From an optimization exercise on the open Yosys and OpenROAD flow, aimed at small area; shortcuts taken in it are not production practice. At most, simulation tests tie the RTL to the original design; equivalence was not proved. The flow treats the clock pin as an ideal source. Dropping or thinning the clock tree relies on that and would not hold on a real chip. No activity file was given, so power comes from the tool's default toggle rates.

juniper:
==> module KEY_INPUT, before the edit <==
module KEY_INPUT(
	input  logic            clk,
	input  logic            rst_n,
	input  logic            KEY0,
	input  logic            KEY3,
	input  logic            KEY4,
	input  logic            SW1,
	input  logic            SW2,
	input  logic            SW3,
	input  logic            SW4,
	output logic [3:0][5:0] aq,
	output logic [3:0]      ar,
	output logic [5:0]      dq,
	output logic            dr);
	localparam logic [1:0] NONE = 2'd0, UP = 2'd1, DOWN = 2'd2, PRESET = 2'd3;
	logic [3:0][1:0] op;
	logic [3:0]      f;
	logic [3:0][5:0] vq;
	logic [3:0]      vr;
	logic [3:0] sel;
	assign sel[0] = rst_n & SW1 & ~SW2 & ~SW3 & ~SW4;
	assign sel[1] = rst_n & ~SW1 & SW2 & ~SW3 & ~SW4;
	assign sel[2] = rst_n & ~SW1 & ~SW2 & SW3 & ~SW4;
	assign sel[3] = rst_n & ~SW1 & ~SW2 & ~SW3 & SW4;
	wire any = |sel;
	wire keys_up = KEY0 & KEY3 & KEY4;
	logic [5:0] sq, svq;
	logic       sr, svr, sf;
	logic [1:0] sop;
	always_comb begin
		sq = '0; sr = 1'b0; svq = '0; svr = 1'b0; sop = '0; sf = 1'b0;
		for (int j = 0; j < 4; j++)
			if (sel[j]) begin
				sq  = sq  | aq[j];
				sr  = sr  | ar[j];
				svq = svq | vq[j];
				svr = svr | vr[j];
				sop = sop | op[j];
				sf  = sf  | f[j];
			end
	end
	wire [5:0] presetq = sel[2] ? 6'd33 : 6'd3;    
	wire pend = (sop != NONE);
	wire commit = keys_up & pend;
	logic [5:0] nq;
	logic       nr;
	always_comb begin
		nr = sr;
		case (sop)
			UP:      nq = sq + 6'd1;
			DOWN:    nq = sq - 6'd1;
			PRESET:  begin nq = presetq; nr = 1'b1; end
			default: nq = sq;
		endcase
	end
	logic [1:0] nop;
	always_comb begin
		if (keys_up)
			nop = NONE;
		else if (pend)
			nop = sop;
		else if (!KEY0)
			nop = ({1'b0, sq} + {6'd0, sr} <= 7'd59) ? UP : NONE;
		else if (!KEY3)
			nop = (sq != 6'd0) ? DOWN : NONE;
		else
			nop = (sq == presetq && sr) ? NONE : PRESET;
	end
	wire [6:0] wa = {nq, nr};
	wire [6:0] wv = {sq, sr};
	wire [1:0] wop = nop & {2{rst_n}};
	wire       wf = ~commit;
	always_ff @(posedge clk)
		for (int j = 0; j < 4; j++) begin
			if (!rst_n || (sel[j] && commit))
				{aq[j], ar[j]} <= wa;
			if (!rst_n || (sel[j] && sf))
				{vq[j], vr[j]} <= wv;
			if (!rst_n || sel[j]) begin
				op[j] <= wop;
				f[j] <= wf;
			end
		end
	always_ff @(posedge clk)
		if (!rst_n || any)
			{dq, dr} <= {svq, svr};
endmodule
==> flow/config.mk <==
export PLATFORM = sky130hd
export DESIGN_NAME = servo_ctrl_top
export DESIGN_NICKNAME = servo_ctrl_top
export VERILOG_FILES = /design/flow/design.v
export SDC_FILE = /design/flow/constraint.sdc
export NUM_CORES = 4
export LEC_CHECK = 0
export ABC_AREA = 1
export CAP_MARGIN = 0
export CORE_MARGIN = 2
export CORE_UTILIZATION = 65
export GPL_TIMING_DRIVEN = 0
export SLEW_MARGIN = 0
==> flow/constraint.sdc <==
create_clock -name core_clock -period 20.0 [get_ports {clk}]
set_input_delay 4.0000 -clock core_clock [delete_from_list [all_inputs] [get_ports {clk}]]
set_output_delay 4.0000 -clock core_clock [all_outputs]
set_load 0.01 [all_outputs]
standard.sh (not shown) runs the stock make flow with config.mk's settings and CLKGATE_MAP_FILE= SYNTH_SCRIPT=/design/flow/synth_recipe.tcl, a recipe that flattens the netlist after the stock synthesis.
==> flow/flow/run.sh <==
#!/bin/bash
# Own layout flow: the standard synthesis, its combinational logic re-mapped
# with a stronger ABC script (registers untouched), then the standard ORFS
# layout with smaller port buffers and a small hand-built clock tree.  Each tool logs to its own file.
set -euo pipefail
HERE=$(pwd)
RES=$HERE/orfs/results/sky130hd/servo_ctrl_top/base
LIB=$FLOW_HOME/platforms/sky130hd/lib/sky130_fd_sc_hd__tt_025C_1v80.lib

# 1. standard synthesis, unchanged
bash standard.sh synth > synth_std.log 2>&1
cp $RES/1_2_yosys.v $HERE/std_synth.v

# 2. re-map the combinational logic
mkdir -p $HERE/resyn
python3 flow/libfuncs.py $LIB > $HERE/resyn/comb_cells.v
python3 flow/ffstubs.py $LIB > $HERE/resyn/ff_stubs.v
DU=$(grep -o -- "-dont_use [A-Za-z0-9_]*" orfs/logs/sky130hd/servo_ctrl_top/base/1_2_yosys.log | sort -u | tr '\n' ' ')
export RESYN_DIR=$HERE/resyn RESYN_IN=$HERE/std_synth.v RESYN_OUT=$HERE/resyn/resyn.v \
  RESYN_TOP=$FLOW_TOP RESYN_ABC=$HERE/flow/resyn.abc RESYN_LIB=$LIB RESYN_DONT_USE="$DU"
if yosys -c flow/resyn.tcl > resyn.log 2>&1; then
  cp $HERE/resyn/resyn.v $RES/1_2_yosys.v
  rm -f $RES/1_synth.odb $RES/1_synth.sdc
else
  echo "resynthesis failed, keeping the standard netlist" >> resyn.log
fi

# 3. layout; the clock tree is built by flow/clock_tree.tcl (a PRE_CTS hook):
# a root buffer on the clock port drives eight clock buffers, each driving
# the registers of one region of the placement
export MANUAL_CTS_NET=clk MANUAL_CTS_GROUPS=8 \
  MANUAL_CTS_BUF=sky130_fd_sc_hd__clkbuf_8 MANUAL_CTS_ROOT=sky130_fd_sc_hd__clkbuf_4
bash standard.sh \
  "BUFFER_PORTS_ARGS=-buffer_cell sky130_fd_sc_hd__buf_1" \
  "PRE_CTS_TCL=$HERE/flow/clock_tree.tcl" \
  finish > layout.log 2>&1
Other scripts of this flow, unchanged in this note and not shown: flow/flow/clock_tree.tcl, flow/flow/ffstubs.py, flow/flow/libfuncs.py, flow/flow/resyn.abc, flow/flow/resyn.tcl
Relative to juniper, the following input files were edited for maple:
diff --git a/flow/design.v b/flow/design.v
--- a/flow/design.v
+++ b/flow/design.v
@@ -17,12 +17,12 @@
 	logic [3:0]      f;
 	logic [3:0][5:0] vq;
 	logic [3:0]      vr;
 	logic [3:0] sel;
-	assign sel[0] = rst_n & SW1 & ~SW2 & ~SW3 & ~SW4;
-	assign sel[1] = rst_n & ~SW1 & SW2 & ~SW3 & ~SW4;
-	assign sel[2] = rst_n & ~SW1 & ~SW2 & SW3 & ~SW4;
-	assign sel[3] = rst_n & ~SW1 & ~SW2 & ~SW3 & SW4;
+	assign sel[0] = SW1 & ~SW2 & ~SW3 & ~SW4;
+	assign sel[1] = ~SW1 & SW2 & ~SW3 & ~SW4;
+	assign sel[2] = ~SW1 & ~SW2 & SW3 & ~SW4;
+	assign sel[3] = ~SW1 & ~SW2 & ~SW3 & SW4;
 	wire any = |sel;
 	wire keys_up = KEY0 & KEY3 & KEY4;
 	logic [5:0] sq, svq;
 	logic       sr, svr, sf;
@@ -65,12 +65,12 @@
 			nop = (sq != 6'd0) ? DOWN : NONE;
 		else
 			nop = (sq == presetq && sr) ? NONE : PRESET;
 	end
-	wire [6:0] wa = {nq, nr};
-	wire [6:0] wv = {sq, sr};
+	wire [6:0] wa = {nq, nr} & {7{rst_n}};
+	wire [6:0] wv = {sq, sr} & {7{rst_n}};
 	wire [1:0] wop = nop & {2{rst_n}};
-	wire       wf = ~commit;
+	wire       wf = ~commit | ~rst_n;
 	always_ff @(posedge clk)
 		for (int j = 0; j < 4; j++) begin
 			if (!rst_n || (sel[j] && commit))
 				{aq[j], ar[j]} <= wa;
@@ -82,9 +82,9 @@
 			end
 		end
 	always_ff @(posedge clk)
 		if (!rst_n || any)
-			{dq, dr} <= {svq, svr};
+			{dq, dr} <= {svq, svr} & {7{rst_n}};
 endmodule
 module PWM_SERVO_CONTROL (
 	input  logic            clk,
 	input  logic            rst_n,
Notes after the runs:
maple does worse than juniper on core region area.
Fmax | maple vs juniper | maple slower
| endpoint required time on the critical path | higher: juniper |
Net load switching power (maple vs. juniper) increases by a few percent
Going from juniper to maple, power dissipated in combinational cells grew by a few percent.
Combinational share of power was higher in the run labelled maple.
For ratio of final minimum period to clock period, maple and juniper come out practically identical.
[maple vs juniper] wire length on met2: higher in maple
Comparing maple and juniper, post-route cell area is lower on juniper.
Comparing wire length of the first global-routing pass for maple and juniper, the bigger number came from maple.
Lower HPWL after detailed placement goes to juniper over maple.
When maple is set beside juniper, its layout overhead on the synthesized area turns out to be 0.80 points smaller.
Only the layout flow was run in maple; the RTL was not checked for function there. In every run of this note, the design's own scripts or RTL, not TritonCTS, make the clock network.

## separate check: timing with driven ports
The results above use ideal ports. As a check the final layouts listed here were re-extracted and re-timed, cells and wires unchanged. Step 1 sets driving cells, clkbuf_16 on the clock port and buf_2 on the other inputs (assumed; they add their load-dependent delay and slew). Step 2 also shifts input and output timing later by t, the mid clock arrival at the registers, as if the neighbouring blocks saw the same clock. Three values: ideal ports, drivers, drivers and shift; two values: the first two.
run	shift t [ns]	setup slack, ns	worst register clock-pin slew, ns
juniper	0.496	12.256 / 12.257 / 11.761	0.10 / 0.10
maple	0.490	12.227 / 12.198 / 12.279	0.10 / 0.10
After both steps every run listed still meets setup and hold. For juniper, which loses most, drivers alone change the setup slack by +0.001 ns; drivers and shift together by -0.495 ns.
